This is an optimization exercise on Yosys and OpenROAD, whose aim is small area and a short achievable clock period, not a production implementation.
RTL that was checked went through simulation tests only; none was proved equivalent to the original.
The RTL of runs 1 and 2 was laid out without a check of its function.
Power is estimated from default activity; no workload was simulated.

`flow/design.v`:
```
module PE(
    input wire CLK,
    input wire RESET,
    input wire EN,
    input wire SELECTOR,
    input wire W_EN,
    input wire signed [7:0] active_left,
    output reg signed [7:0] active_right,
    input wire signed [15:0] in_sum,
    output reg signed [15:0] out_sum,
    input wire signed [7:0] in_weight_above,
    output wire signed [7:0] out_weight_below
    );
    reg signed [7:0] weight_1;
    reg signed [7:0] weight_2;
    wire en_n = ~EN;
    wire sel_n = ~SELECTOR;
    wire ld1 = EN & W_EN & SELECTOR;
    wire ld2 = EN & W_EN & ~SELECTOR;
    wire ld1_n = ~ld1;
    wire ld2_n = ~ld2;
    wire [7:0] w_n, a_n, ar_d, w1_d, w2_d, wb;
    wire [15:0] s_in;
    genvar gi;
    generate for (gi = 0; gi < 8; gi = gi + 1) begin : byte_sel
        pe_mux2i u_wn (.s(SELECTOR), .a1(weight_2[gi]), .a0(weight_1[gi]), .y(w_n[gi]));
        pe_nand2 u_an (.a(active_left[gi]), .b(EN), .y(a_n[gi]));
        pe_ao22 u_ar (.a1(EN), .a2(active_left[gi]), .b1(en_n), .b2(active_right[gi]), .x(ar_d[gi]));
        pe_ao22 u_w1 (.a1(ld1), .a2(in_weight_above[gi]), .b1(ld1_n), .b2(weight_1[gi]), .x(w1_d[gi]));
        pe_ao22 u_w2 (.a1(ld2), .a2(in_weight_above[gi]), .b1(ld2_n), .b2(weight_2[gi]), .x(w2_d[gi]));
        pe_ao22 u_wb (.a1(SELECTOR), .a2(weight_1[gi]), .b1(sel_n), .b2(weight_2[gi]), .x(wb[gi]));
    end endgenerate
    generate for (gi = 0; gi < 16; gi = gi + 1) begin : sum_sel
        pe_ao22 u_si (.a1(EN), .a2(in_sum[gi]), .b1(en_n), .b2(out_sum[gi]), .x(s_in[gi]));
    end endgenerate
    wire [7:0] w_nb;
    generate for (gi = 0; gi < 8; gi = gi + 1) begin : wdup
        pe_mux2i u_wnb (.s(SELECTOR), .a1(weight_2[gi]), .a0(weight_1[gi]), .y(w_nb[gi]));
    end endgenerate
    wire pp_0_0;
    pe_nor2 u_x1 (.a(w_n[0]), .b(a_n[0]), .y(pp_0_0));
    wire pp_0_1;
    pe_nor2 u_x2 (.a(w_n[0]), .b(a_n[1]), .y(pp_0_1));
    wire pp_0_2;
    pe_nor2 u_x3 (.a(w_n[0]), .b(a_n[2]), .y(pp_0_2));
    wire pp_0_3;
    pe_nor2 u_x4 (.a(w_n[0]), .b(a_n[3]), .y(pp_0_3));
    wire pp_0_4;
    pe_nor2 u_x5 (.a(w_nb[0]), .b(a_n[4]), .y(pp_0_4));
    wire pp_0_5;
    pe_nor2 u_x6 (.a(w_nb[0]), .b(a_n[5]), .y(pp_0_5));
    wire pp_0_6;
    pe_nor2 u_x7 (.a(w_nb[0]), .b(a_n[6]), .y(pp_0_6));
    wire pp_0_7;
    pe_or2 u_x8 (.a(w_nb[0]), .b(a_n[7]), .y(pp_0_7));
    wire pp_1_0;
    pe_nor2 u_x9 (.a(w_n[1]), .b(a_n[0]), .y(pp_1_0));
    wire pp_1_1;
    pe_nor2 u_x10 (.a(w_n[1]), .b(a_n[1]), .y(pp_1_1));
    wire pp_1_2;
    pe_nor2 u_x11 (.a(w_n[1]), .b(a_n[2]), .y(pp_1_2));
    wire pp_1_3;
    pe_nor2 u_x12 (.a(w_n[1]), .b(a_n[3]), .y(pp_1_3));
    wire pp_1_4;
    pe_nor2 u_x13 (.a(w_nb[1]), .b(a_n[4]), .y(pp_1_4));
    wire pp_1_5;
    pe_nor2 u_x14 (.a(w_nb[1]), .b(a_n[5]), .y(pp_1_5));
    wire pp_1_6;
    pe_nor2 u_x15 (.a(w_nb[1]), .b(a_n[6]), .y(pp_1_6));
    wire pp_1_7;
    pe_or2 u_x16 (.a(w_nb[1]), .b(a_n[7]), .y(pp_1_7));
    wire pp_2_0;
    pe_nor2 u_x17 (.a(w_n[2]), .b(a_n[0]), .y(pp_2_0));
    wire pp_2_1;
    pe_nor2 u_x18 (.a(w_n[2]), .b(a_n[1]), .y(pp_2_1));
    wire pp_2_2;
    pe_nor2 u_x19 (.a(w_n[2]), .b(a_n[2]), .y(pp_2_2));
    wire pp_2_3;
    pe_nor2 u_x20 (.a(w_n[2]), .b(a_n[3]), .y(pp_2_3));
    wire pp_2_4;
    pe_nor2 u_x21 (.a(w_nb[2]), .b(a_n[4]), .y(pp_2_4));
    wire pp_2_5;
    pe_nor2 u_x22 (.a(w_nb[2]), .b(a_n[5]), .y(pp_2_5));
    wire pp_2_6;
    pe_nor2 u_x23 (.a(w_nb[2]), .b(a_n[6]), .y(pp_2_6));
    wire pp_2_7;
    pe_or2 u_x24 (.a(w_nb[2]), .b(a_n[7]), .y(pp_2_7));
    wire pp_3_0;
    pe_nor2 u_x25 (.a(w_n[3]), .b(a_n[0]), .y(pp_3_0));
    wire pp_3_1;
    pe_nor2 u_x26 (.a(w_n[3]), .b(a_n[1]), .y(pp_3_1));
    wire pp_3_2;
    pe_nor2 u_x27 (.a(w_n[3]), .b(a_n[2]), .y(pp_3_2));
    wire pp_3_3;
    pe_nor2 u_x28 (.a(w_n[3]), .b(a_n[3]), .y(pp_3_3));
    wire pp_3_4;
    pe_nor2 u_x29 (.a(w_nb[3]), .b(a_n[4]), .y(pp_3_4));
    wire pp_3_5;
    pe_nor2 u_x30 (.a(w_nb[3]), .b(a_n[5]), .y(pp_3_5));
    wire pp_3_6;
    pe_nor2 u_x31 (.a(w_nb[3]), .b(a_n[6]), .y(pp_3_6));
    wire pp_3_7;
    pe_or2 u_x32 (.a(w_nb[3]), .b(a_n[7]), .y(pp_3_7));
    wire pp_4_0;
    pe_nor2 u_x33 (.a(w_n[4]), .b(a_n[0]), .y(pp_4_0));
    wire pp_4_1;
    pe_nor2 u_x34 (.a(w_n[4]), .b(a_n[1]), .y(pp_4_1));
    wire pp_4_2;
    pe_nor2 u_x35 (.a(w_n[4]), .b(a_n[2]), .y(pp_4_2));
    wire pp_4_3;
    pe_nor2 u_x36 (.a(w_n[4]), .b(a_n[3]), .y(pp_4_3));
    wire pp_4_4;
    pe_nor2 u_x37 (.a(w_nb[4]), .b(a_n[4]), .y(pp_4_4));
    wire pp_4_5;
    pe_nor2 u_x38 (.a(w_nb[4]), .b(a_n[5]), .y(pp_4_5));
    wire pp_4_6;
    pe_nor2 u_x39 (.a(w_nb[4]), .b(a_n[6]), .y(pp_4_6));
    wire pp_4_7;
    pe_or2 u_x40 (.a(w_nb[4]), .b(a_n[7]), .y(pp_4_7));
    wire pp_5_0;
    pe_nor2 u_x41 (.a(w_n[5]), .b(a_n[0]), .y(pp_5_0));
    wire pp_5_1;
    pe_nor2 u_x42 (.a(w_n[5]), .b(a_n[1]), .y(pp_5_1));
    wire pp_5_2;
    pe_nor2 u_x43 (.a(w_n[5]), .b(a_n[2]), .y(pp_5_2));
    wire pp_5_3;
    pe_nor2 u_x44 (.a(w_n[5]), .b(a_n[3]), .y(pp_5_3));
    wire pp_5_4;
    pe_nor2 u_x45 (.a(w_nb[5]), .b(a_n[4]), .y(pp_5_4));
    wire pp_5_5;
    pe_nor2 u_x46 (.a(w_nb[5]), .b(a_n[5]), .y(pp_5_5));
    wire pp_5_6;
    pe_nor2 u_x47 (.a(w_nb[5]), .b(a_n[6]), .y(pp_5_6));
    wire pp_5_7;
    pe_or2 u_x48 (.a(w_nb[5]), .b(a_n[7]), .y(pp_5_7));
    wire pp_6_0;
    pe_nor2 u_x49 (.a(w_n[6]), .b(a_n[0]), .y(pp_6_0));
    wire pp_6_1;
    pe_nor2 u_x50 (.a(w_n[6]), .b(a_n[1]), .y(pp_6_1));
    wire pp_6_2;
    pe_nor2 u_x51 (.a(w_n[6]), .b(a_n[2]), .y(pp_6_2));
    wire pp_6_3;
    pe_nor2 u_x52 (.a(w_n[6]), .b(a_n[3]), .y(pp_6_3));
    wire pp_6_4;
    pe_nor2 u_x53 (.a(w_nb[6]), .b(a_n[4]), .y(pp_6_4));
    wire pp_6_5;
    pe_nor2 u_x54 (.a(w_nb[6]), .b(a_n[5]), .y(pp_6_5));
    wire pp_6_6;
    pe_nor2 u_x55 (.a(w_nb[6]), .b(a_n[6]), .y(pp_6_6));
    wire pp_6_7;
    pe_or2 u_x56 (.a(w_nb[6]), .b(a_n[7]), .y(pp_6_7));
    wire pp_7_0;
    pe_or2 u_x57 (.a(w_n[7]), .b(a_n[0]), .y(pp_7_0));
    wire pp_7_1;
    pe_or2 u_x58 (.a(w_n[7]), .b(a_n[1]), .y(pp_7_1));
    wire pp_7_2;
    pe_or2 u_x59 (.a(w_n[7]), .b(a_n[2]), .y(pp_7_2));
    wire pp_7_3;
    pe_or2 u_x60 (.a(w_n[7]), .b(a_n[3]), .y(pp_7_3));
    wire pp_7_4;
    pe_or2 u_x61 (.a(w_nb[7]), .b(a_n[4]), .y(pp_7_4));
    wire pp_7_5;
    pe_or2 u_x62 (.a(w_nb[7]), .b(a_n[5]), .y(pp_7_5));
    wire pp_7_6;
    pe_or2 u_x63 (.a(w_nb[7]), .b(a_n[6]), .y(pp_7_6));
    wire pp_7_7;
    pe_nor2 u_x64 (.a(w_nb[7]), .b(a_n[7]), .y(pp_7_7));
    wire s65;
    wire c66;
    pe_ha u_x67 (.a(s_in[5]), .b(pp_0_5), .s(s65), .co(c66));
    wire s68;
    wire c69;
    pe_fa u_x70 (.a(s_in[6]), .b(pp_0_6), .ci(pp_1_5), .s(s68), .co(c69));
    wire s71;
    wire c72;
    pe_ha u_x73 (.a(pp_2_4), .b(pp_3_3), .s(s71), .co(c72));
    wire s74;
    wire c75;
    pe_fa u_x76 (.a(s_in[7]), .b(pp_0_7), .ci(pp_1_6), .s(s74), .co(c75));
    wire s77;
    wire c78;
    pe_fa u_x79 (.a(pp_2_5), .b(pp_3_4), .ci(pp_4_3), .s(s77), .co(c78));
    wire s80;
    wire c81;
    pe_ha u_x82 (.a(pp_5_2), .b(pp_6_1), .s(s80), .co(c81));
    wire s83;
    wire c84;
    pe_xnor2 u_x85 (.a(s_in[8]), .b(pp_1_7), .y(s83));
    pe_or2 u_x86 (.a(s_in[8]), .b(pp_1_7), .y(c84));
    wire s87;
    wire c88;
    pe_fa u_x89 (.a(pp_2_6), .b(pp_3_5), .ci(pp_4_4), .s(s87), .co(c88));
    wire s90;
    wire c91;
    pe_fa u_x92 (.a(pp_5_3), .b(pp_6_2), .ci(pp_7_1), .s(s90), .co(c91));
    wire s93;
    wire c94;
    pe_fa u_x95 (.a(s_in[9]), .b(pp_2_7), .ci(pp_3_6), .s(s93), .co(c94));
    wire s96;
    wire c97;
    pe_fa u_x98 (.a(pp_4_5), .b(pp_5_4), .ci(pp_6_3), .s(s96), .co(c97));
    wire s99;
    wire c100;
    pe_fa u_x101 (.a(s_in[10]), .b(pp_3_7), .ci(pp_4_6), .s(s99), .co(c100));
    wire s102;
    wire c103;
    pe_ha u_x104 (.a(s_in[3]), .b(pp_0_3), .s(s102), .co(c103));
    wire s105;
    wire c106;
    pe_fa u_x107 (.a(s_in[4]), .b(pp_0_4), .ci(pp_1_3), .s(s105), .co(c106));
    wire s108;
    wire c109;
    pe_ha u_x110 (.a(pp_2_2), .b(pp_3_1), .s(s108), .co(c109));
    wire s111;
    wire c112;
    pe_fa u_x113 (.a(pp_1_4), .b(pp_2_3), .ci(pp_3_2), .s(s111), .co(c112));
    wire s114;
    wire c115;
    pe_fa u_x116 (.a(pp_4_1), .b(pp_5_0), .ci(s65), .s(s114), .co(c115));
    wire s117;
    wire c118;
    pe_fa u_x119 (.a(pp_4_2), .b(pp_5_1), .ci(pp_6_0), .s(s117), .co(c118));
    wire s120;
    wire c121;
    pe_fa u_x122 (.a(c66), .b(s71), .ci(s68), .s(s120), .co(c121));
    wire s123;
    wire c124;
    pe_fa u_x125 (.a(pp_7_0), .b(c72), .ci(s80), .s(s123), .co(c124));
    wire s126;
    wire c127;
    pe_fa u_x128 (.a(c69), .b(s74), .ci(s77), .s(s126), .co(c127));
    wire s129;
    wire c130;
    pe_fa u_x131 (.a(s83), .b(c81), .ci(c75), .s(s129), .co(c130));
    wire s132;
    wire c133;
    pe_fa u_x134 (.a(c78), .b(s87), .ci(s90), .s(s132), .co(c133));
    wire s135;
    wire c136;
    pe_fa u_x137 (.a(pp_7_2), .b(c84), .ci(c88), .s(s135), .co(c136));
    wire s138;
    wire c139;
    pe_fa u_x140 (.a(c91), .b(s93), .ci(s96), .s(s138), .co(c139));
    wire s141;
    wire c142;
    pe_fa u_x143 (.a(pp_5_5), .b(pp_6_4), .ci(pp_7_3), .s(s141), .co(c142));
    wire s144;
    wire c145;
    pe_fa u_x146 (.a(c94), .b(c97), .ci(s99), .s(s144), .co(c145));
    wire s147;
    wire c148;
    pe_fa u_x149 (.a(s_in[11]), .b(pp_4_7), .ci(pp_5_6), .s(s147), .co(c148));
    wire s150;
    wire c151;
    pe_fa u_x152 (.a(pp_6_5), .b(pp_7_4), .ci(c100), .s(s150), .co(c151));
    wire s153;
    wire c154;
    pe_fa u_x155 (.a(s_in[12]), .b(pp_5_7), .ci(pp_6_6), .s(s153), .co(c154));
    wire s156;
    wire c157;
    pe_ha u_x158 (.a(s_in[2]), .b(pp_0_2), .s(s156), .co(c157));
    wire s159;
    wire c160;
    pe_fa u_x161 (.a(pp_1_2), .b(pp_2_1), .ci(pp_3_0), .s(s159), .co(c160));
    wire s162;
    wire c163;
    pe_fa u_x164 (.a(pp_4_0), .b(c103), .ci(s108), .s(s162), .co(c163));
    wire s165;
    wire c166;
    pe_fa u_x167 (.a(c109), .b(c106), .ci(s111), .s(s165), .co(c166));
    wire s168;
    wire c169;
    pe_fa u_x170 (.a(c112), .b(s117), .ci(c115), .s(s168), .co(c169));
    wire s171;
    wire c172;
    pe_fa u_x173 (.a(c118), .b(s123), .ci(c121), .s(s171), .co(c172));
    wire s174;
    wire c175;
    pe_fa u_x176 (.a(c124), .b(s129), .ci(c127), .s(s174), .co(c175));
    wire s177;
    wire c178;
    pe_fa u_x179 (.a(c130), .b(s135), .ci(c133), .s(s177), .co(c178));
    wire s180;
    wire c181;
    pe_fa u_x182 (.a(s141), .b(c136), .ci(c139), .s(s180), .co(c181));
    wire s183;
    wire c184;
    pe_fa u_x185 (.a(c142), .b(s147), .ci(c145), .s(s183), .co(c184));
    wire s186;
    wire c187;
    pe_fa u_x188 (.a(pp_7_5), .b(c148), .ci(s153), .s(s186), .co(c187));
    wire s189;
    wire c190;
    pe_fa u_x191 (.a(s_in[13]), .b(pp_6_7), .ci(pp_7_6), .s(s189), .co(c190));
    wire s192;
    wire c193;
    pe_ha u_x194 (.a(s_in[1]), .b(pp_0_1), .s(s192), .co(c193));
    wire s195;
    wire c196;
    pe_fa u_x197 (.a(pp_1_1), .b(pp_2_0), .ci(s156), .s(s195), .co(c196));
    wire s198;
    wire c199;
    pe_fa u_x200 (.a(c157), .b(s102), .ci(s159), .s(s198), .co(c199));
    wire s201;
    wire c202;
    pe_fa u_x203 (.a(c160), .b(s105), .ci(s162), .s(s201), .co(c202));
    wire s204;
    wire c205;
    pe_fa u_x206 (.a(c163), .b(s114), .ci(s165), .s(s204), .co(c205));
    wire s207;
    wire c208;
    pe_fa u_x209 (.a(c166), .b(s120), .ci(s168), .s(s207), .co(c208));
    wire s210;
    wire c211;
    pe_fa u_x212 (.a(s126), .b(c169), .ci(s171), .s(s210), .co(c211));
    wire s213;
    wire c214;
    pe_fa u_x215 (.a(s132), .b(c172), .ci(s174), .s(s213), .co(c214));
    wire s216;
    wire c217;
    pe_fa u_x218 (.a(s138), .b(c175), .ci(s177), .s(s216), .co(c217));
    wire s219;
    wire c220;
    pe_fa u_x221 (.a(s144), .b(c178), .ci(s180), .s(s219), .co(c220));
    wire s222;
    wire c223;
    pe_fa u_x224 (.a(s150), .b(c181), .ci(s183), .s(s222), .co(c223));
    wire s225;
    wire c226;
    pe_fa u_x227 (.a(c151), .b(s186), .ci(c184), .s(s225), .co(c226));
    wire s228;
    wire c229;
    pe_fa u_x230 (.a(c154), .b(s189), .ci(c187), .s(s228), .co(c229));
    wire s231;
    wire c232;
    pe_fa u_x233 (.a(s_in[14]), .b(pp_7_7), .ci(c190), .s(s231), .co(c232));
    wire [15:0] rx = {s_in[15], s231, s228, c223, c220, c217, c214, c211, c208, c205, c202, c199, c196, c193, pp_1_0, s_in[0]};
    wire [15:0] ry = {c232, c229, c226, s225, s222, s219, s216, s213, s210, s207, s204, s201, s198, s195, s192, pp_0_0};
    wire [15:0] sum;
    wire t234, rc235;
    pe_ha u_x236 (.a(rx[0]), .b(ry[0]), .s(t234), .co(rc235));
    assign sum[0] = t234;
    wire t237, rc238;
    pe_fa u_x239 (.a(rx[1]), .b(ry[1]), .ci(rc235), .s(t237), .co(rc238));
    assign sum[1] = t237;
    wire t240, rc241;
    pe_fa u_x242 (.a(rx[2]), .b(ry[2]), .ci(rc238), .s(t240), .co(rc241));
    assign sum[2] = t240;
    wire t243, rc244;
    pe_fa u_x245 (.a(rx[3]), .b(ry[3]), .ci(rc241), .s(t243), .co(rc244));
    assign sum[3] = t243;
    wire g4, p4;
    pe_ha u_x246 (.a(rx[4]), .b(ry[4]), .s(p4), .co(g4));
    wire g5, p5;
    pe_ha u_x247 (.a(rx[5]), .b(ry[5]), .s(p5), .co(g5));
    wire g6, p6;
    pe_ha u_x248 (.a(rx[6]), .b(ry[6]), .s(p6), .co(g6));
    wire g7, p7;
    pe_ha u_x249 (.a(rx[7]), .b(ry[7]), .s(p7), .co(g7));
    wire g8, p8;
    pe_ha u_x250 (.a(rx[8]), .b(ry[8]), .s(p8), .co(g8));
    wire g9, p9;
    pe_ha u_x251 (.a(rx[9]), .b(ry[9]), .s(p9), .co(g9));
    wire g10, p10;
    pe_ha u_x252 (.a(rx[10]), .b(ry[10]), .s(p10), .co(g10));
    wire g11, p11;
    pe_ha u_x253 (.a(rx[11]), .b(ry[11]), .s(p11), .co(g11));
    wire g12, p12;
    pe_ha u_x254 (.a(rx[12]), .b(ry[12]), .s(p12), .co(g12));
    wire g13, p13;
    pe_ha u_x255 (.a(rx[13]), .b(ry[13]), .s(p13), .co(g13));
    wire g14, p14;
    pe_ha u_x256 (.a(rx[14]), .b(ry[14]), .s(p14), .co(g14));
    wire g15, p15;
    pe_ha u_x257 (.a(rx[15]), .b(ry[15]), .s(p15), .co(g15));
    wire G258 = g4 | (p4 & rc244);
    wire G259 = g6 | (p6 & g5);
    wire P260 = p6 & p5;
    wire G261 = g8 | (p8 & g7);
    wire P262 = p8 & p7;
    wire G263 = g10 | (p10 & g9);
    wire P264 = p10 & p9;
    wire G265 = g12 | (p12 & g11);
    wire P266 = p12 & p11;
    wire G267 = g14 | (p14 & g13);
    wire P268 = p14 & p13;
    wire G269 = g5 | (p5 & G258);
    wire G270 = G259 | (P260 & G258);
    wire G271 = g9 | (p9 & G261);
    wire P272 = p9 & P262;
    wire G273 = G263 | (P264 & G261);
    wire P274 = P264 & P262;
    wire G275 = g13 | (p13 & G265);
    wire P276 = p13 & P266;
    wire G277 = G267 | (P268 & G265);
    wire P278 = P268 & P266;
    wire G279 = g7 | (p7 & G270);
    wire G280 = G261 | (P262 & G270);
    wire G281 = G271 | (P272 & G270);
    wire G282 = G273 | (P274 & G270);
    wire G283 = g15 | (p15 & G277);
    wire P284 = p15 & P278;
    wire G285 = g11 | (p11 & G282);
    wire G286 = G265 | (P266 & G282);
    wire G287 = G275 | (P276 & G282);
    wire G288 = G277 | (P278 & G282);
    wire G289 = G283 | (P284 & G282);
    pe_xor2 u_x290 (.a(p4), .b(rc244), .y(sum[4]));
    pe_xor2 u_x291 (.a(p5), .b(G258), .y(sum[5]));
    pe_xor2 u_x292 (.a(p6), .b(G269), .y(sum[6]));
    pe_xor2 u_x293 (.a(p7), .b(G270), .y(sum[7]));
    pe_xor2 u_x294 (.a(p8), .b(G279), .y(sum[8]));
    pe_xor2 u_x295 (.a(p9), .b(G280), .y(sum[9]));
    pe_xor2 u_x296 (.a(p10), .b(G281), .y(sum[10]));
    pe_xor2 u_x297 (.a(p11), .b(G282), .y(sum[11]));
    pe_xor2 u_x298 (.a(p12), .b(G285), .y(sum[12]));
    pe_xor2 u_x299 (.a(p13), .b(G286), .y(sum[13]));
    pe_xor2 u_x300 (.a(p14), .b(G287), .y(sum[14]));
    pe_xnor2 u_x301 (.a(p15), .b(G288), .y(sum[15]));
    always @(negedge RESET or posedge CLK) begin
        if (~RESET) begin
            out_sum <= 0;
            active_right <= 0;
            weight_1 <= 0;
            weight_2 <= 0;
        end else begin
            out_sum <= sum;
            active_right <= ar_d;
            weight_1 <= w1_d;
            weight_2 <= w2_d;
        end
    end
    assign out_weight_below = wb;
endmodule
module pe_fa(input wire a, input wire b, input wire ci, output wire s, output wire co);
    assign {co, s} = a + b + ci;
endmodule
module pe_ha(input wire a, input wire b, output wire s, output wire co);
    assign {co, s} = a + b;
endmodule
module pe_ao22(input wire a1, input wire a2, input wire b1, input wire b2, output wire x);
    assign x = (a1 & a2) | (b1 & b2);
endmodule
module pe_mux2i(input wire s, input wire a1, input wire a0, output wire y);
    assign y = ~(s ? a1 : a0);
endmodule
module pe_nand2(input wire a, input wire b, output wire y);
    assign y = ~(a & b);
endmodule
module pe_nor2(input wire a, input wire b, output wire y);
    assign y = ~(a | b);
endmodule
module pe_or2(input wire a, input wire b, output wire y);
    assign y = a | b;
endmodule
module pe_xor2(input wire a, input wire b, output wire y);
    assign y = a ^ b;
endmodule
module pe_xnor2(input wire a, input wire b, output wire y);
    assign y = ~(a ^ b);
endmodule
module pe_xor3(input wire a, input wire b, input wire c, output wire y);
    assign y = a ^ b ^ c;
endmodule
```
`flow/flow/run.sh`:
```
#!/bin/bash
# Standard layout with two changes: the port buffers are the smallest buffer
# cell, and clock tree synthesis inserts no dummy loads.
set -euo pipefail
export BUFFER_PORTS_ARGS="-buffer_cell sky130_fd_sc_hd__buf_1"
export CTS_ARGS="-sink_clustering_enable -repair_clock_nets -dont_use_dummy_load"
bash standard.sh finish > flow_standard.log 2>&1
```
`flow/standard.sh`:
```
#!/bin/bash
# synth_recipe.tcl (not shown) runs the flow's synth.tcl, then flattens the netlist and writes it again
# the make line also repeats each setting of config.mk as NAME=value (left out here)
make -C /OpenROAD-flow-scripts/flow DESIGN_CONFIG=/design/flow/config.mk WORK_HOME=/design/flow/orfs CLKGATE_MAP_FILE= SYNTH_SCRIPT=/design/flow/synth_recipe.tcl "${@:-finish}"
```
`flow/config.mk`:
```
export PLATFORM = sky130hd
export DESIGN_NAME = PE
export DESIGN_NICKNAME = PE
export VERILOG_FILES = /design/flow/design.v
export SDC_FILE = /design/flow/constraint.sdc
export NUM_CORES = 4
export LEC_CHECK = 0
export CAP_MARGIN = 20
export CORE_MARGIN = 2
export CORE_UTILIZATION = 65
export GPL_TIMING_DRIVEN = 0
export SETUP_SLACK_MARGIN = 0.5
export SLEW_MARGIN = 20
export SYNTH_HIERARCHICAL = 1
```
`flow/constraint.sdc`:
```
create_clock -name core_clock -period 5.5 [get_ports {CLK}]
set_input_delay 1.1000 -clock core_clock [delete_from_list [all_inputs] [get_ports {CLK}]]
set_output_delay 1.1000 -clock core_clock [all_outputs]
set_load 0.01 [all_outputs]
```
==> flow_summary.yaml, run 1 <==
placement:
  dp_slack_ns: -0.552
  finalWeightedCongestion: 0.854
  dpl.hpwl_mm: 5.81
  portBuffers: 68
global_route:
  grt-ovfl-total: 0
  grt_pass1_wl_mm: 13.0
  antenna_found_initial: 0
  grt_pass1_vias: 2710
  grt_max_degree: 37
  track_usage: 0.280
synth:
  yosysMostFrequentCell: "fa_1"
  syn_nets: 401
  synth_seq_area_share: 0.288
  ys_top_cells_by_count: "fa_1 (51), nor2_1 (50), a22o_1 (48)"
  synth_area_sq_mm: 0.00348
  yosysTopAreaCell: "fa_1"
  synth_edf_count: 0
  yosysUniqueCellTypes: 24
  synth_seq_cells: 40
  yosysTopAreaCellShare: 0.293
  async_flop_share: 1.00
  synth_warnings: 7
  synth_area_leaders: "fa_1 (29%), dfrtp_1 (29%), a22o_1 (12%), ha_1 (7.2%), nor2_1 (5.4%)"
  synthCells: 293
  synthFlopType: "dfrtp_1"
  avgSynthCellArea_sq_um: 11.9
power_and_ir_drop:
  p_per_area_mw_per_mm2: 449
  leakage_nw: 1.87
  p_switching_mw: 0.799
  pwr-share-seq: 0.251
  p_int_mw: 1.02
  vdd_drop_max_mv: 0.611
  power_mw: 1.82
  combPwrFrac: 0.649
  p_sw_frac: 0.440
  power_frac_clock: 0.100
sta:
  rsz0062_at_grt: "false"
  relSlewSlack: 0.644
  fmax_ghz: 0.207
  setup_viol: 0
  final_max_slew_viol_count: 0
  tns_ns: 0
  fin_crit_ns: 4.82
  fin_crit_sh: 0.877
  worstMarginPinSlew_ns: 0.534
  finClkSkew_ns: 0.0253
  fin_ws_ns: 0.676
  final-hold-violation-count: 0
detailed_routing:
  vias_per_cell: 5.98
  dr.pass1.iters: 4
  route.detailed.drc: 0
  drt_iter0_drc: 130
  final_antenna_net_count: 0
  vias: 2629
  wire_per_inst_um: 17.4
  routed_wl_mm: 7.67
setup_path:
  worst-endpoint-arrival_ns: 4.98
  cp_slowest_cell: "fa_1"
  path_max_fanout: 36
  critPathKind: "primary input to register"
  cpMostUsedCell: "fa_1"
  setup.worst_path.end_class: "register"
  cp_cell_sequence: "buf_12 > clkinvlp_4 > buf_4 > a22o_1 > ha_1 > fa_1 > fa_1 > fa_1 > ha_1 > a21oi_2 > o22ai_2 > or2_4 > a21o_1 > a21o_1 > xor2_1"
  start_kind: "primary input"
  crit_buf_inv: 3
  slowest_delay_ns: 0.52
  cp.required_ns: 5.66
  crit_family: "adder cells"
clock_network:
  clk_pin_slew_worst_paths_ns: 0.07
  ctsRootBufferMaster: "clkbuf_8"
  hold_buffers: 0
  cts_sinks: 40
  cts_tree: "built"
  ctsLongestPathBuffers: 2
  insertion_delay_ns: 0.30
  h-tree-depth: 2
  cts_made_buffers: 5
hold_path:
  hold_path_class: "register to register"
final_layout:
  drive_gt1_frac: 0.0730
  fillers: 348
  antenna_cells: 0
  syn_to_final_growth_pct: 16.2
  nets: 480
  postLayoutCoreUtil: 0.787
outcome:
  status: "timing/DRC/antenna clean"
floorplanning:
  die_y_um: 77.2
  fp.dieArea_sq_mm: 0.00596
  num_io_pins: 69
  fp.coreArea_sq_mm: 0.00514
  chipWidth_um: 77.2
  initial_core_util: 0.677
  rows: 26
run:
  drv_cap: 0
## area by class of cell
class / instances / area (sq um) / share of cell area
timing repair inverter: 1 / 5.00 / 0.00124
tap: 70 / 87.6 / 0.0216
timing repair buffer: 71 / 327 / 0.0807
clock buffer: 5 / 68.8 / 0.0170
sequential: 40 / 1000 / 0.247
multi-input combinational: 247 / 2530 / 0.626
inverter: 6 / 26.3 / 0.00649
## worst register-to-register path, delay by kind of cell, from the launching register on
| kind | cells | cell delay [ns] |
|---|---|---|
| fa+ha+maj | 5 | 2.21 |
| compound gates | 4 | 0.68 |
| flops | 1 | 0.47 |
| mux | 1 | 0.29 |
| simple gates | 2 | 0.23 |
| xor+xnor | 1 | 0.15 |
## state kept, by name (all words and copies together) (netlist names)
signal,count
out_sum,16
active_right,8
weight_1,8
weight_2,8
## final timing paths
check | from | to | cells past startpoint | slack (ns)
max | EN | out_sum[10] | 15 | 0.68
min reg2reg | active_right[0] | active_right[0] | 1 | 0.50
max reg2reg | weight_2[5] | out_sum[13] | 13 | 1.34
max in group asynchronous | RESET | out_sum[10] | 2 | 4.23
min in group asynchronous | RESET | weight_1[0] | 1 | 0.78
min | active_right[0] | active_right[0] | 1 | 0.50
## cells by family (layout without fill, tap and decap cells)
| logic type | Yosys count | after routing | share of synthesized area |
|---|---|---|---|
| compound gates | 65 | 65 | 0.158 |
| mux | 16 | 16 | 0.0460 |
| fa+ha+maj | 71 | 71 | 0.365 |
| simple gates | 82 | 82 | 0.104 |
| xor+xnor | 13 | 13 | 0.0327 |
| buf+inv | 6 | 83 | 0.00647 |
| flops | 40 | 40 | 0.288 |
## Yosys stat by module, one instance, submodules excluded
module	area, sq um	flops+latches
PE	1200	40
pe_ao22	8.76	0
pe_fa	20.0	0
pe_ha	12.5	0
pe_mux2i	10.0	0
pe_nand2	3.75	0
pe_nor2	3.75	0
pe_or2	6.26	0
pe_xnor2	8.76	0
pe_xor2	8.76	0
## metal layers
metal | part of all wire | track usage | wire length [um]
met5 | 0 | 0 | 0
met4 | 0.0097 | 0.0625 | 74
met3 | 0.049 | 0.0388 | 375
met2 | 0.50 | 0.457 | 3830
met1 | 0.44 | 0.406 | 3380
## cells in the final DEF (no fill, tap or decap), types with 2 or more instances in the layout
cell,n
a21o_1,6
a21oi_1,3
a22o_1,48
buf_1,65
buf_4,2
clkbuf_8,5
dfrtp_1,40
fa_1,51
ha_1,20
inv_1,5
mux2i_1,7
mux2i_2,5
mux2i_4,4
nand2_1,11
nand3_1,3
nor2_1,50
o21ai_1,2
or2_1,15
xnor2_1,2
xor2_1,11
## power groups by stage
stage / clock (mW) / sequential (mW) / combinational, mW
after CTS: 0.188 / 0.452 / 1.16
after detailed placement: 0 / 0.453 / 1.15
after floorplan: 0 / 0.478 / 0.861
after global routing: 0.195 / 0.468 / 1.35
final: 0.181 / 0.457 / 1.18
after global placement: 0 / 0.450 / 1.10
## per-stage QoR
step	hold WS, ns	instance area (sq um)	std cells
detailed placement	0.481	3850	432
global placement	0.478	3820	431
CTS	0.501	3990	440
floorplan	0.507	3480	293
global route	0.515	4050	440
finish	0.497	4050	440
## repair_timing
item / in CTS / in global routing
buffers inserted: 2 / 0
endpoints found under the setup margin: 8 / 4
endpoints found under the hold margin: 0 / 0
gates cloned: 1 / 0
gates resized for setup: 13 / 10
pin swaps: 0 / 1
==> inputs of run 2 (changes only) <==
--- a/flow/config.mk
+++ b/flow/config.mk
@@ -9,6 +9,6 @@
 export CORE_MARGIN = 2
 export CORE_UTILIZATION = 65
 export GPL_TIMING_DRIVEN = 0
-export SETUP_SLACK_MARGIN = 0.5
+export SETUP_SLACK_MARGIN = 0.7
 export SLEW_MARGIN = 20
 export SYNTH_HIERARCHICAL = 1
==> run 2 against run 1 <==
Cell count is 0.68% higher. Cell area is 3.9% higher. Routed wire length is 9.6% higher. Synthesized cell count stayed put. Total power is 7.4% higher. Sequential share of layout area is 0.93 points lower. Register-to-register slack better by 0.07 ns. Flip-flop and latch count stayed put. Critical path type unchanged. Largest cell class unchanged. Highest routed layer unchanged.
==> flow_summary.yaml, run 2 <==
power_and_ir_drop:
  p_int_mw: 1.10
  power_frac_clock: 0.093
  power_mw: 1.95
  vdd_drop_max_mv: 0.625
  combPwrFrac: 0.670
  leakage_nw: 1.90
  pwr-share-seq: 0.237
  p_per_area_mw_per_mm2: 464
  p_sw_frac: 0.435
  p_switching_mw: 0.848
detailed_routing:
  routed_wl_mm: 8.40
  wire_per_inst_um: 19.0
  vias_per_cell: 6.09
  drt_iter0_drc: 149
  final_antenna_net_count: 0
  vias: 2700
  dr.pass1.iters: 4
  route.detailed.drc: 0
sta:
  tns_ns: 0
  fin_crit_ns: 4.69
  fmax_ghz: 0.213
  rsz0062_at_grt: "true"
  whs_ns: 0.497
  worstMarginPinSlew_ns: 0.534
  fin_crit_sh: 0.853
  relSlewSlack: 0.644
  final-hold-violation-count: 0
  final_max_slew_viol_count: 0
  finClkSkew_ns: 0.0251
  setup_viol: 0
synth:
  yosysTopAreaCell: "fa_1"
  synth_warnings: 7
  synth_seq_cells: 40
  yosysMostFrequentCell: "fa_1"
  async_flop_share: 1.00
  ys_top_cells_by_count: "fa_1 (51), nor2_1 (50), a22o_1 (48)"
  synth_area_leaders: "fa_1 (29%), dfrtp_1 (29%), a22o_1 (12%), ha_1 (7.2%), nor2_1 (5.4%)"
  synthFlopType: "dfrtp_1"
  avgSynthCellArea_sq_um: 11.9
  synth_seq_area_share: 0.288
  synth_edf_count: 0
  yosysUniqueCellTypes: 24
  yosysTopAreaCellShare: 0.293
  synth_area_sq_mm: 0.00348
  syn_nets: 401
  synthCells: 293
run:
  drv_cap: 0
clock_network:
  h-tree-depth: 2
  cts_made_buffers: 5
  insertion_delay_ns: 0.30
  cts_tree: "built"
  ctsRootBufferMaster: "clkbuf_8"
  ctsLongestPathBuffers: 2
  clk_pin_slew_worst_paths_ns: 0.07
  cts_sinks: 40
floorplanning:
  die_y_um: 77.2
  chipWidth_um: 77.2
  rows: 26
  fp.coreArea_sq_mm: 0.00514
  initial_core_util: 0.677
  fp.dieArea_sq_mm: 0.00596
  num_io_pins: 69
hold_path:
  hold_path_end: "active_right[0]"
  holdPathStages: 1
  min_from: "active_right[0]"
  hold_path_class: "register to register"
setup_path:
  path_max_fanout: 18
  slowest_delay_ns: 0.50
  cp_cell_sequence: "buf_16 > clkinvlp_4 > buf_6 > a22o_1 > ha_1 > fa_1 > fa_1 > fa_1 > ha_2 > a21oi_4 > o22ai_2 > or2_4 > a21o_1 > a21o_1 > xor2_1"
  start_kind: "primary input"
  reg2reg_from: "weight_1[0]"
  worst-endpoint-arrival_ns: 4.86
  r2r_slack_ns: 1.41
  critPathKind: "primary input to register"
  cp-startpoint: "EN"
  cpMostUsedCell: "fa_1"
  r2r_cells: 13
  cp.required_ns: 5.67
  cp_slowest_cell: "fa_1"
  setup.worst_path.end_class: "register"
  r2r-end: "out_sum[10]"
final_layout:
  antenna_cells: 0
  drive_gt1_frac: 0.0938
  syn_to_final_growth_pct: 20.8
  final_cell_mix: "buf_1 (65), fa_1 (51), nor2_1 (50)"
  largest-register: "out_sum"
  largest_register_ffs: 16
  final_common_cell: "buf_1"
  nets: 483
  postLayoutCoreUtil: 0.818
global_route:
  grt_pass1_wl_mm: 13.4
  antenna_found_initial: 0
  track_usage: 0.290
  grt_max_degree: 37
  grt_pass1_vias: 2784
  grt-ovfl-total: 0
placement:
  portBuffers: 68
  finalWeightedCongestion: 0.854
  dpl.hpwl_mm: 5.81
outcome:
  status: "timing/DRC/antenna clean"
-- run 2: cell types whose count changed in the layout (fill, tap and decap cells not counted), sizes merged --
cell / before / now
clkbuf: 5 / 7
buf: 71 / 72
-- run 2: per-stage QoR --
step	cells	instance area [sq um]	worst slack, ns
2_1_floorplan	293	3480	0.735
3_3_place_gp	431	3820	-1.31
4_1_cts	440	4090	0.707
3_5_place_dp	432	3850	-0.552
6_report	443	4210	0.810
5_1_grt	443	4210	0.653
-- run 2: layout make-up --
cell class | count | area, sq um
multi-input cells | 247 | 2610
flip-flops and latches | 40 | 1000
fillers | 317 | 935
repair buffers | 74 | 408
well taps | 70 | 87.6
clock buffers | 5 | 68.8
inverters | 6 | 26.3
repair inverters | 1 | 5.00
-- run 2: cell families after synthesis --
family / after synthesis / share of synthesized area
simple gates: 82 / 0.104
buf+inv: 6 / 0.00647
xor+xnor: 13 / 0.0327
compound gates: 65 / 0.158
mux: 16 / 0.0460
fa+ha+maj: 71 / 0.365
flops: 40 / 0.288
-- run 2: how the worst max path moves through the flow --
stage / end / slack (ns) / cells past startpoint
finish: out_sum[10] / 0.81 / 15
global placement: out_sum[15] / -1.31 / 14
detailed placement: out_sum[15] / -0.55 / 14
global route: out_sum[15] / 0.65 / 15
CTS: out_sum[10] / 0.71 / 15
floorplan: out_sum[13] / 0.74 / 13
-- run 2: modules after synthesis, one instance, submodules excluded, a selection --
module / copies in the design / cell area (sq um) / cells
pe_nand2: 8 / 3.75 / 1
pe_ao22: 48 / 8.76 / 1
pe_nor2: 50 / 3.75 / 1
pe_mux2i: 16 / 10.0 / 1
pe_ha: 20 / 12.5 / 1
pe_or2: 15 / 6.26 / 1
-- run 2: worst max-delay path, delay by kind of cell --
kind                       cells  cell delay, ns
xor gates and xnor gates       1            0.15
AOI/OAI and AO/OA              5            0.89
buffers and inverters          3            0.48
and+or+nand+nor                1            0.25
adders and majority gates      5            1.97
-- run 2: power by group through the flow --
stage | Sequential (mW) | Clock (mW) | Combinational, mW
floorplan | 0.478 | 0 | 0.861
CTS | 0.457 | 0.188 | 1.24
detailed placement | 0.453 | 0 | 1.15
global placement | 0.450 | 0 | 1.10
global route | 0.471 | 0.195 | 1.46
finish | 0.462 | 0.181 | 1.31
-- run 2: metal layers --
metal,global-route usage,wire length [um],vias to the layer above
li1,-,-,1204
met1,0.406,3810,1408
met2,0.483,4200,74
met3,0.0365,263,14
met4,0.0821,133,0
met5,0,0,-
-- run 2: what timing repair did --
action	in CTS	in global routing
pin swaps	2	1
setup endpoints to repair	9	5
hold buffers	0	0
resized for setup	27	9
setup buffers	2	1
cloned	1	2
==> inputs of run 3 (changes only) <==
--- a/flow/design.v
+++ b/flow/design.v
@@ -384,39 +384,33 @@
     wire P266 = p12 & p11;
     wire G267 = g14 | (p14 & g13);
     wire P268 = p14 & p13;
-    wire G269 = g5 | (p5 & G258);
-    wire G270 = G259 | (P260 & G258);
-    wire G271 = g9 | (p9 & G261);
-    wire P272 = p9 & P262;
-    wire G273 = G263 | (P264 & G261);
-    wire P274 = P264 & P262;
-    wire G275 = g13 | (p13 & G265);
-    wire P276 = p13 & P266;
-    wire G277 = G267 | (P268 & G265);
-    wire P278 = P268 & P266;
-    wire G279 = g7 | (p7 & G270);
-    wire G280 = G261 | (P262 & G270);
-    wire G281 = G271 | (P272 & G270);
-    wire G282 = G273 | (P274 & G270);
-    wire G283 = g15 | (p15 & G277);
-    wire P284 = p15 & P278;
-    wire G285 = g11 | (p11 & G282);
-    wire G286 = G265 | (P266 & G282);
-    wire G287 = G275 | (P276 & G282);
-    wire G288 = G277 | (P278 & G282);
-    wire G289 = G283 | (P284 & G282);
-    pe_xor2 u_x290 (.a(p4), .b(rc244), .y(sum[4]));
-    pe_xor2 u_x291 (.a(p5), .b(G258), .y(sum[5]));
-    pe_xor2 u_x292 (.a(p6), .b(G269), .y(sum[6]));
-    pe_xor2 u_x293 (.a(p7), .b(G270), .y(sum[7]));
-    pe_xor2 u_x294 (.a(p8), .b(G279), .y(sum[8]));
-    pe_xor2 u_x295 (.a(p9), .b(G280), .y(sum[9]));
-    pe_xor2 u_x296 (.a(p10), .b(G281), .y(sum[10]));
-    pe_xor2 u_x297 (.a(p11), .b(G282), .y(sum[11]));
-    pe_xor2 u_x298 (.a(p12), .b(G285), .y(sum[12]));
-    pe_xor2 u_x299 (.a(p13), .b(G286), .y(sum[13]));
-    pe_xor2 u_x300 (.a(p14), .b(G287), .y(sum[14]));
-    pe_xnor2 u_x301 (.a(p15), .b(G288), .y(sum[15]));
+    wire G269 = G259 | (P260 & G258);
+    wire G270 = G263 | (P264 & G261);
+    wire P271 = P264 & P262;
+    wire G272 = G267 | (P268 & G265);
+    wire P273 = P268 & P266;
+    wire G274 = G270 | (P271 & G269);
+    wire G275 = G272 | (P273 & G274);
+    wire G276 = G261 | (P262 & G269);
+    wire G277 = G265 | (P266 & G274);
+    wire G278 = g5 | (p5 & G258);
+    wire G279 = g7 | (p7 & G269);
+    wire G280 = g9 | (p9 & G276);
+    wire G281 = g11 | (p11 & G274);
+    wire G282 = g13 | (p13 & G277);
+    wire G283 = g15 | (p15 & G275);
+    pe_xor2 u_x284 (.a(p4), .b(rc244), .y(sum[4]));
+    pe_xor2 u_x285 (.a(p5), .b(G258), .y(sum[5]));
+    pe_xor2 u_x286 (.a(p6), .b(G278), .y(sum[6]));
+    pe_xor2 u_x287 (.a(p7), .b(G269), .y(sum[7]));
+    pe_xor2 u_x288 (.a(p8), .b(G279), .y(sum[8]));
+    pe_xor2 u_x289 (.a(p9), .b(G276), .y(sum[9]));
+    pe_xor2 u_x290 (.a(p10), .b(G280), .y(sum[10]));
+    pe_xor2 u_x291 (.a(p11), .b(G274), .y(sum[11]));
+    pe_xor2 u_x292 (.a(p12), .b(G281), .y(sum[12]));
+    pe_xor2 u_x293 (.a(p13), .b(G277), .y(sum[13]));
+    pe_xor2 u_x294 (.a(p14), .b(G282), .y(sum[14]));
+    pe_xnor2 u_x295 (.a(p15), .b(G275), .y(sum[15]));
     always @(negedge RESET or posedge CLK) begin
         if (~RESET) begin
             out_sum <= 0;
--- a/flow/config.mk
+++ b/flow/config.mk
@@ -9,6 +9,6 @@
 export CORE_MARGIN = 2
 export CORE_UTILIZATION = 65
 export GPL_TIMING_DRIVEN = 0
-export SETUP_SLACK_MARGIN = 0.7
+export SETUP_SLACK_MARGIN = 0.5
 export SLEW_MARGIN = 20
 export SYNTH_HIERARCHICAL = 1
==> run 3 against run 2 <==
Via count is 1.4% lower. Synthesized cell count grew 2.0%. Largest cell class unchanged. Hold slack better by 0.0032 ns. Register-to-register slack barely moved. Critical endpoint is now out_sum[15]. Clock skew down 0.012 ns. Flip-flop and latch count is the same. Core utilization decreased by 3.8 points. Still clean on timing, DRC and antenna.
==> flow_summary.yaml, run 3 <==
synth:
  yosysTopAreaCellShare: 0.293
  avgSynthCellArea_sq_um: 11.7
  synth_area_sq_mm: 0.00349
  yosysUniqueCellTypes: 23
  yosysTopAreaCell: "fa_1"
  synth_warnings: 7
  synth_seq_area_share: 0.287
  synth_area_leaders: "fa_1 (29%), dfrtp_1 (29%), a22o_1 (12%), ha_1 (7.2%), nor2_1 (6.0%)"
  syn_nets: 407
  synthCells: 299
  synth_seq_cells: 40
  synth_edf_count: 0
  async_flop_share: 1.00
  synthFlopType: "dfrtp_1"
  ys_top_cells_by_count: "nor2_1 (56), fa_1 (51), a22o_1 (48)"
  yosysMostFrequentCell: "nor2_1"
detailed_routing:
  wire_per_inst_um: 18.3
  drt_iter0_drc: 182
  vias_per_cell: 5.97
  dr.pass1.iters: 4
  route.detailed.drc: 0
  final_antenna_net_count: 0
  vias: 2662
  routed_wl_mm: 8.16
global_route:
  grt_pass1_vias: 2854
  track_usage: 0.303
  antenna_found_initial: 0
  grtUsageMet2: 0.512
  use_met1: 0.424
  grt-ovfl-total: 0
  grt_pass1_wl_mm: 14.0
  busiest_layer: "met2"
  grt_util_met3: 0.0400
  grt_max_degree: 37
final_layout:
  syn_to_final_growth_pct: 14.9
  antenna_cells: 0
  final_common_cell: "buf_1"
  fillers: 361
  drive_gt1_frac: 0.0638
  postLayoutCoreUtil: 0.780
  largest_register_ffs: 16
  final_cell_mix: "buf_1 (65), nor2_1 (56), fa_1 (51)"
  nets: 486
  largest-register: "out_sum"
placement:
  dp_slack_ns: -0.481
  finalWeightedCongestion: 0.851
  portBuffers: 68
  dpl.hpwl_mm: 6.21
sta:
  fin_ws_ns: 0.705
  relSlewSlack: 0.670
  fin_crit_sh: 0.872
  setup_viol: 0
  final_max_slew_viol_count: 0
  fmax_ghz: 0.209
  tns_ns: 0
  finClkSkew_ns: 0.0129
  final-hold-violation-count: 0
  fin_crit_ns: 4.80
  worstMarginPinSlew_ns: 0.492
  rsz0062_at_grt: "false"
  whs_ns: 0.500
hold_path:
  holdPathStages: 1
  hold_path_class: "register to register"
clock_network:
  cts_sinks: 40
  cts_made_buffers: 5
  insertion_delay_ns: 0.29
  hold_buffers: 0
  ctsRootBufferMaster: "clkbuf_8"
  cts_tree: "built"
  ctsLongestPathBuffers: 2
  h-tree-depth: 2
  clk_pin_slew_worst_paths_ns: 0.08
floorplanning:
  num_io_pins: 69
  initial_core_util: 0.679
  die_y_um: 77.3
  rows: 26
  chipWidth_um: 77.3
  fp.coreArea_sq_mm: 0.00514
  fp.dieArea_sq_mm: 0.00597
setup_path:
  worst-endpoint-arrival_ns: 4.97
  critPathKind: "primary input to register"
  cp_slowest_cell: "fa_1"
  cp_cell_sequence: "buf_6 > mux2i_2 > or2_1 > fa_1 > fa_1 > fa_1 > fa_1 > ha_1 > nand2_1 > nor2_1 > a21oi_2 > o31ai_1 > xnor2_1"
  setup.worst_path.end_class: "register"
  cp.required_ns: 5.67
  r2r_cells: 12
  cpMostUsedCell: "fa_1"
  start_kind: "primary input"
  slowest_delay_ns: 0.52
  path_max_fanout: 26
run:
  drv_cap: 0
power_and_ir_drop:
  p_per_area_mw_per_mm2: 474
  vdd_drop_max_mv: 0.556
  leakage_nw: 1.85
outcome:
  status: "timing/DRC/antenna clean"
-- run 3: worst max-delay path, delay by kind of cell --
family	cells	cell delay, ns
AOI/OAI and AO/OA	2	0.43
xor gates and xnor gates	1	0.13
adders and majority gates	5	2.19
buffers and inverters	1	0.26
muxes	1	0.40
and+or+nand+nor	3	0.46
-- run 3: path summary, 6_finish.rpt --
| check | startpoint | endpoint | slack [ns] |
|---|---|---|---|
| setup / recovery | SELECTOR | out_sum[15] | 0.70 |
| hold / removal | active_right[7] | active_right[7] | 0.50 |
| setup reg to reg | weight_2[2] | out_sum[15] | 1.42 |
| hold reg to reg | active_right[7] | active_right[7] | 0.50 |
| max in group asynchronous | RESET | weight_2[5] | 4.34 |
| min in group asynchronous | RESET | out_sum[4] | 0.69 |
-- run 3: modules after synthesis, one instance, submodules excluded --
module	area (sq um)	flops+latches	cells inside	copies in the design
PE	1210	40	78	1
pe_fa	20.0	0	1	51
pe_ha	12.5	0	1	20
pe_mux2i	10.0	0	1	16
pe_ao22	8.76	0	1	48
pe_xnor2	8.76	0	1	2
pe_xor2	8.76	0	1	11
pe_or2	6.26	0	1	15
pe_nand2	3.75	0	1	8
pe_nor2	3.75	0	1	50
-- run 3: where the power goes --
group	internal [mW]	switching (mW)	total, mW	leakage, nW
Sequential	0.397	0.0572	0.454	0.485
Clock	0.0820	0.101	0.183	0.0359
Combinational	0.556	0.706	1.26	1.33
Total	1.03	0.864	1.90	1.85
-- run 3: final cells by class --
cell class                      count  area (sq um)  area share
Tap cell                           70          87.6      0.0218
Timing Repair inverter              1          5.00     0.00125
Timing Repair Buffer               71           310      0.0774
Sequential cell                    40          1000       0.250
Multi-Input combinational cell    255          2520       0.628
Clock buffer                        5          68.8      0.0172
Inverter                            4          18.8     0.00468
-- run 3: logic make-up after synthesis --
logic type	count (synthesis)	share of synthesized area
flops	40	0.287
xor+xnor	13	0.0326
compound gates	67	0.158
buf+inv	4	0.00430
simple gates	88	0.108
mux	16	0.0459
fa+ha+maj	71	0.364
-- run 3: metal layers --
| metal | up-vias | share of wire |
|---|---|---|
| li1 | 1215 | - |
| met1 | 1357 | 0.41 |
| met2 | 83 | 0.53 |
| met3 | 7 | 0.052 |
| met4 | 0 | 0.0086 |
| met5 | - | 0 |
-- run 3: stage by stage --
step,instances,area (sq um),power [mW]
2_1_floorplan,299,3490,1.38
3_3_place_gp,437,3830,1.63
3_5_place_dp,438,3850,1.69
4_1_cts,446,3960,1.89
5_1_grt,446,4010,2.09
6_report,446,4010,1.90
-- run 3: what timing repair did --
item | 4_1_cts | 5_1_grt
gates resized for setup | 5 | 12
gates cloned | 1 | 0
endpoints found under the setup margin | 9 | 4
buffers inserted | 2 | 0
==> inputs of run 4 (changes only) <==
--- a/flow/config.mk
+++ b/flow/config.mk
@@ -9,6 +9,6 @@
 export CORE_MARGIN = 2
 export CORE_UTILIZATION = 65
 export GPL_TIMING_DRIVEN = 0
-export SETUP_SLACK_MARGIN = 0.5
+export SETUP_SLACK_MARGIN = 0.3
 export SLEW_MARGIN = 20
 export SYNTH_HIERARCHICAL = 1
==> run 4 against run 3 <==
Still clean on timing, DRC and antenna. Register-to-register slack got worse by 0.04 ns. Clock power barely moved. Count of clock-buffer cells in the layout unchanged. Combinational power is essentially flat. Hold slack about the same. Maximum frequency down 3.4%. Die area did not move. Sequential power about the same. Synthesized area is the same. Via count fell by 0.15%. Total power decreased by 0.83%.
==> flow_summary.yaml, run 4 <==
power_and_ir_drop:
  vdd_drop_max_mv: 0.516
  p_sw_frac: 0.453
  pwr-share-seq: 0.240
  power_frac_clock: 0.097
  combPwrFrac: 0.662
  p_switching_mw: 0.854
  power_mw: 1.88
  p_per_area_mw_per_mm2: 473
  p_int_mw: 1.03
  leakage_nw: 1.85
final_layout:
  final_cell_mix: "buf_1 (65), nor2_1 (56), fa_1 (51)"
  multi_input_area_sq_mm: 0.00250
  fin_area_sq_mm: 0.00398
  drive_gt1_frac: 0.0505
  seq_area_sq_mm: 0.00100
  largest-register: "out_sum"
  nets: 486
  fillers: 369
  syn_to_final_growth_pct: 14.2
  largest_register_ffs: 16
  final_common_cell: "buf_1"
  antenna_cells: 0
sta:
  whs_ns: 0.500
  fmax_ghz: 0.201
  finClkSkew_ns: 0.0131
  rsz0062_at_grt: "false"
  final_max_slew_viol_count: 0
  relSlewSlack: 0.673
  final-hold-violation-count: 0
  worstMarginPinSlew_ns: 0.487
  fin_crit_ns: 4.96
  tns_ns: 0
  setup_viol: 0
  fin_crit_sh: 0.902
synth:
  syn_nets: 407
  yosysMostFrequentCell: "nor2_1"
  synth_area_sq_mm: 0.00349
  synth_area_leaders: "fa_1 (29%), dfrtp_1 (29%), a22o_1 (12%), ha_1 (7.2%), nor2_1 (6.0%)"
  ys_top_cells_by_count: "nor2_1 (56), fa_1 (51), a22o_1 (48)"
  synth_seq_area_share: 0.287
  yosysTopAreaCellShare: 0.293
  avgSynthCellArea_sq_um: 11.7
  synth_seq_cells: 40
  async_flop_share: 1.00
  synthFlopType: "dfrtp_1"
  synth_edf_count: 0
  yosysUniqueCellTypes: 23
  yosysTopAreaCell: "fa_1"
  synth_warnings: 7
  synthCells: 299
detailed_routing:
  routed_wl_mm: 8.09
  met1_length_mm: 3.34
  wl_met3_um: 412
  routed.top_layer: "met4"
  drt_iter0_drc: 200
  wl_met2_mm: 4.26
  wire_per_inst_um: 18.1
  dr.pass1.iters: 4
  vias: 2658
  vias_per_cell: 5.96
  final_antenna_net_count: 0
  route.detailed.drc: 0
setup_path:
  critPathKind: "primary input to register"
  r2r-end: "out_sum[14]"
  start_kind: "primary input"
  reg2reg_from: "weight_2[2]"
  r2r_cells: 12
  cp.required_ns: 5.68
  path_max_fanout: 26
  r2r_slack_ns: 1.38
  setup.worst_path.end_class: "register"
  worst-endpoint-arrival_ns: 5.15
placement:
  dpl.hpwl_mm: 6.21
  place_area_sq_mm: 0.00385
  portBuffers: 68
  finalWeightedCongestion: 0.851
floorplanning:
  fp.coreArea_sq_mm: 0.00514
  fp.dieArea_sq_mm: 0.00597
  rows: 26
  die_y_um: 77.3
  chipWidth_um: 77.3
  num_io_pins: 69
  initial_core_util: 0.679
global_route:
  antenna_found_initial: 0
  grt_pass1_wl_mm: 14.0
  grt_max_degree: 37
  grt-ovfl-total: 0
  grt_pass1_vias: 2848
  track_usage: 0.303
hold_path:
  min_from: "active_right[4]"
  hold_path_end: "active_right[4]"
  holdPathStages: 1
  hold_path_class: "register to register"
clock_network:
  cts_sinks: 40
  h-tree-depth: 2
  clk_pin_slew_worst_paths_ns: 0.08
  ctsLongestPathBuffers: 2
  insertion_delay_ns: 0.30
  cts_tree: "built"
  cts_made_buffers: 5
  ctsRootBufferMaster: "clkbuf_8"
run:
  drv_cap: 0
outcome:
  status: "timing/DRC/antenna clean"
[run 4: Yosys stat by module (local to each module, per instance)]
module / flops+latches / cell area, sq um
pe_nor2: 0 / 3.75
pe_fa: 0 / 20.0
pe_xor2: 0 / 8.76
pe_or2: 0 / 6.26
pe_nand2: 0 / 3.75
PE: 40 / 1210
pe_ha: 0 / 12.5
pe_mux2i: 0 / 10.0
pe_xnor2: 0 / 8.76
pe_ao22: 0 / 8.76
[run 4: worst max-delay path by stage]
stage / start / to / slack, ns / cells after the start
2_1_floorplan: EN / out_sum[12] / 0.86 / 12
3_3_place_gp: EN / out_sum[14] / -1.23 / 13
3_5_place_dp: EN / out_sum[14] / -0.48 / 13
4_1_cts: SELECTOR / out_sum[14] / 0.34 / 13
5_1_grt: SELECTOR / out_sum[15] / 0.31 / 13
6_report: SELECTOR / out_sum[14] / 0.54 / 13
[run 4: repair_timing]
| item | in CTS | in global routing |
|---|---|---|
| gates resized for setup | 3 | 7 |
| setup buffers | 2 | 0 |
| setup endpoints to repair | 7 | 4 |
| hold buffers | 0 | 0 |
| cloned | 1 | 0 |
[run 4: critical path, cell delays in order]
cell and delay (ns):
clkbuf_4 0.38, mux2i_2 0.41, or2_1 0.18, fa_1 0.45
fa_1 0.45, fa_1 0.52, fa_1 0.43, ha_1 0.33
a21oi_1 0.19, o211ai_1 0.11, a21oi_1 0.27, o21bai_1 0.14
xor2_1 0.17
[run 4: stage by stage]
| step | std cells | setup slack [ns] | util |
|---|---|---|---|
| 3_3_place_gp | 437 | -1.23 | 0.745 |
| 3_5_place_dp | 438 | -0.481 | 0.750 |
| 5_1_grt | 446 | 0.315 | 0.775 |
| 6_report | 446 | 0.537 | 0.775 |
| 4_1_cts | 446 | 0.341 | 0.769 |
| 2_1_floorplan | 299 | 0.863 | - |
[run 4: power groups by stage]
stage / clock (mW) / sequential [mW] / combinational, mW
floorplan: 0 / 0.478 / 0.901
global placement: 0 / 0.450 / 1.18
detailed placement: 0 / 0.454 / 1.24
CTS: 0.188 / 0.449 / 1.25
global route: 0.200 / 0.461 / 1.42
finish: 0.184 / 0.452 / 1.25
[run 4: per-layer routing]
layer / vias up / global-route usage
met5: - / 0
met1: 1342 / 0.424
met4: 0 / 0.0643
met2: 91 / 0.511
li1: 1218 / -
met3: 7 / 0.0400
[run 4: cells by family after synthesis]
group                    count (synthesis)  share of synthesized area
flip-flops                              40                      0.287
adder cells (fa/ha/maj)                 71                      0.364
buffers and inverters                    4                    0.00430
XOR/XNOR                                13                     0.0326
AO/OA/AOI/OAI                           67                      0.158
multiplexers                            16                     0.0459
AND/OR/NAND/NOR                         88                      0.108
[run 4: area by class of cell]
type | instances | share of cell area
Multi-Input combinational cell | 255 | 0.628
Sequential cell | 40 | 0.251
Timing Repair Buffer | 71 | 0.0760
Tap cell | 70 | 0.0220
Clock buffer | 5 | 0.0173
Inverter | 4 | 0.00471
Timing Repair inverter | 1 | 0.00126
==> inputs of run 5 (changes only) <==
--- a/flow/config.mk
+++ b/flow/config.mk
@@ -9,6 +9,6 @@
 export CORE_MARGIN = 2
 export CORE_UTILIZATION = 65
 export GPL_TIMING_DRIVEN = 0
-export SETUP_SLACK_MARGIN = 0.3
+export SETUP_SLACK_MARGIN = 0.8
 export SLEW_MARGIN = 20
 export SYNTH_HIERARCHICAL = 1
==> run 5 against run 4 <==
Clock power is essentially flat. Setup slack gained 0.39 ns. Global-route usage increased by 0.25 points. Combinational power up 14%. Synthesized area unchanged. Total power is 10% higher. Critical path depth is the same. Synthesized cell count unchanged. Sequential share of layout area down 1.2 points. Flip-flop and latch count stayed put.
==> flow_summary.yaml, run 5 <==
setup_path:
  cp.required_ns: 5.72
  worst-endpoint-arrival_ns: 4.79
  critPathKind: "primary input to register"
  path_max_fanout: 26
  setup.worst_path.end_class: "register"
  start_kind: "primary input"
sta:
  final_max_slew_viol_count: 0
  final-hold-violation-count: 0
  finClkSkew_ns: 0.0122
  relSlewSlack: 0.667
  fin_crit_sh: 0.831
  rsz0062_at_grt: "false"
  whs_ns: 0.498
  fin_crit_ns: 4.57
  fmax_ghz: 0.219
  worstMarginPinSlew_ns: 0.497
  setup_viol: 0
detailed_routing:
  route.detailed.drc: 0
  dr.pass1.iters: 6
  vias: 2753
  routed_wl_mm: 8.68
  drt_iter0_drc: 206
  vias_per_cell: 6.16
  wire_per_inst_um: 19.4
  final_antenna_net_count: 0
floorplanning:
  initial_core_util: 0.679
  chipWidth_um: 77.3
  rows: 26
  fp.dieArea_sq_mm: 0.00597
  die_y_um: 77.3
  fp.coreArea_sq_mm: 0.00514
  num_io_pins: 69
final_layout:
  largest-register: "out_sum"
  final_cells: 447
  final_cell_mix: "buf_1 (65), nor2_1 (55), fa_1 (51)"
  largest_register_ffs: 16
  drive_gt1_frac: 0.0981
  nets: 487
  final_common_cell: "buf_1"
  antenna_cells: 0
  syn_to_final_growth_pct: 19.7
clock_network:
  cts_sinks: 40
  cts_tree: "built"
  insertion_delay_ns: 0.29
  cts_made_buffers: 5
  clk_pin_slew_worst_paths_ns: 0.08
  h-tree-depth: 2
  hold_buffers: 0
  ctsLongestPathBuffers: 2
  ctsRootBufferMaster: "clkbuf_8"
synth:
  yosysTopAreaCell: "fa_1"
  synthCells: 299
  synth_edf_count: 0
  synth_seq_area_share: 0.287
  yosysUniqueCellTypes: 23
  yosysTopAreaCellShare: 0.293
  ys_top_cells_by_count: "nor2_1 (56), fa_1 (51), a22o_1 (48)"
  synth_seq_cells: 40
  synth_area_leaders: "fa_1 (29%), dfrtp_1 (29%), a22o_1 (12%), ha_1 (7.2%), nor2_1 (6.0%)"
  synth_area_sq_mm: 0.00349
  synth_warnings: 7
  yosysMostFrequentCell: "nor2_1"
  synthFlopType: "dfrtp_1"
  async_flop_share: 1.00
  syn_nets: 407
  avgSynthCellArea_sq_um: 11.7
hold_path:
  hold_path_class: "register to register"
outcome:
  status: "timing/DRC/antenna clean"
placement:
  portBuffers: 68
  finalWeightedCongestion: 0.851
  placed_cells: 438
  dpl.hpwl_mm: 6.21
power_and_ir_drop:
  p_per_area_mw_per_mm2: 496
  vdd_drop_max_mv: 0.685
  leakage_nw: 1.87
global_route:
  track_usage: 0.305
  grt_pass1_wl_mm: 14.0
  grt_max_degree: 37
  grt-ovfl-total: 0
  antenna_found_initial: 0
  grt_pass1_vias: 2850
run:
  drv_cap: 0
## run 5: cell count changes in the layout (fill, tap and decap cells not counted), moves of 3 or more
| cell | change |
|---|---|
| a21oi_1 | -3 |
| a21oi_2 | +3 |
| ha_1 | -4 |
| ha_4 | +4 |
| mux2i_1 | -5 |
| mux2i_4 | +5 |
| nand2_1 | -3 |
| nand2_2 | +3 |
## run 5: final timing paths
check	slack, ns	end	depth (start not counted)	start
max in group asynchronous	4.34	weight_2[5]	2	RESET
worst min-delay path	0.50	active_right[7]	1	active_right[7]
worst max-delay path	0.93	out_sum[15]	13	SELECTOR
min in group asynchronous	0.68	out_sum[4]	1	RESET
worst min register to register	0.50	active_right[7]	1	active_right[7]
worst max register to register	1.55	out_sum[15]	12	weight_2[2]
## run 5: metal layers
metal | share of wire | track usage | up-vias
met1 | 0.41 | 0.424 | 1410
met5 | 0 | 0 | -
met4 | 0.018 | 0.0732 | 0
met3 | 0.048 | 0.0400 | 13
li1 | - | - | 1218
met2 | 0.52 | 0.517 | 112
## run 5: power breakdown
| part | switching (mW) | internal, mW |
|---|---|---|
| sequential | 0.0633 | 0.397 |
| combinational | 0.766 | 0.661 |
| clock | 0.102 | 0.0820 |
| total | 0.931 | 1.14 |
## run 5: metrics by stage
stage          total power [mW]  worst slack, ns  instance area [sq um]  setup TNS (ns)   util
2_1_floorplan              1.38            0.863                   3490               0      -
3_3_place_gp               1.63            -1.23                   3830           -9.40  0.745
3_5_place_dp               1.69           -0.481                   3850           -2.21  0.750
4_1_cts                    1.92            0.803                   4020               0  0.782
5_1_grt                    2.26            0.759                   4180               0  0.813
6_report                   2.07            0.930                   4180               0  0.813
## run 5: worst max-delay path, cell delays in order
cell,delay [ns]
buf_12,0.20
mux2i_4,0.32
or2_1,0.16
fa_1,0.45
fa_1,0.45
fa_1,0.52
fa_1,0.46
ha_4,0.32
nand2_1,0.09
o211ai_1,0.21
a21oi_2,0.08
o31ai_2,0.26
xnor2_1,0.15
## run 5: per-module statistics from Yosys (local to each module, per instance), excerpt
module,times used,flip-flops and latches,cell area [sq um]
pe_ao22,48,0,8.76
pe_nor2,50,0,3.75
pe_or2,15,0,6.26
pe_xnor2,2,0,8.76
PE,1,40,1210
pe_mux2i,16,0,10.0
pe_xor2,11,0,8.76
## run 5: kinds of logic (layout without fill, tap and decap cells)
group           count (synthesis)  count (layout)  share of synthesized area
compound gates                 67              67                      0.158
simple gates                   88              88                      0.108
mux                            16              16                     0.0459
fa+ha+maj                      71              71                      0.364
xor+xnor                       13              13                     0.0326
flops                          40              40                      0.287
buf+inv                         4              82                    0.00430
## run 5: cell type report
type                       instances  area [sq um]
clock buffer                       5          68.8
timing repair inverter             1          5.00
sequential                        40          1000
timing repair buffer              72           357
tap                               70          87.6
multi-input combinational        255          2640
fill                             319           963
inverter                           4          18.8
## run 5: timing repair
| item | in CTS | in global routing |
|---|---|---|
| pin swaps | 0 | 2 |
| gates resized for setup | 18 | 20 |
| gates cloned | 1 | 1 |
| setup endpoints to repair | 9 | 6 |
| buffers inserted | 2 | 0 |

afterwards: timing with drivers on the ports:
No port has a modelled driver above. Below, the same layouts with a new extraction and two added sets of constraints.
Step 1: set_driving_cell puts a clkbuf_16 on CLK and a buf_2 on each other input, an assumption about the parent block.
Step 2 adds t to the input delays and takes it off the output delays; t is the mean of the earliest and latest rising clock arrival at the registers after step 1. Input paths then give back, and output paths get back, about the clock's delay inside the block.
a / b / c = no drivers / after step 1 / after step 2; a / b = the first two.
run | t (ns) | slack for setup (ns) | latest minus earliest clock arrival (ns) | worst register clock-pin slew, ns
run 1 | 0.316 | 0.676 / 0.634 / 0.318 | 0.026 / 0.025 | 0.09 / 0.09
run 2 | 0.315 | 0.810 / 0.667 / 0.352 | 0.025 / 0.025 | 0.09 / 0.09
run 3 | 0.312 | 0.705 / 0.691 / 0.379 | 0.013 / 0.013 | 0.08 / 0.08
run 4 | 0.316 | 0.537 / 0.537 / 0.222 | 0.014 / 0.013 | 0.08 / 0.08
run 5 | 0.314 | 0.930 / 0.788 / 0.475 | 0.012 / 0.013 | 0.08 / 0.08
After both steps every run listed still meets setup and hold. The setup slack of run 2, which loses most, moves by -0.143 ns with the drivers and by -0.458 ns with both steps.
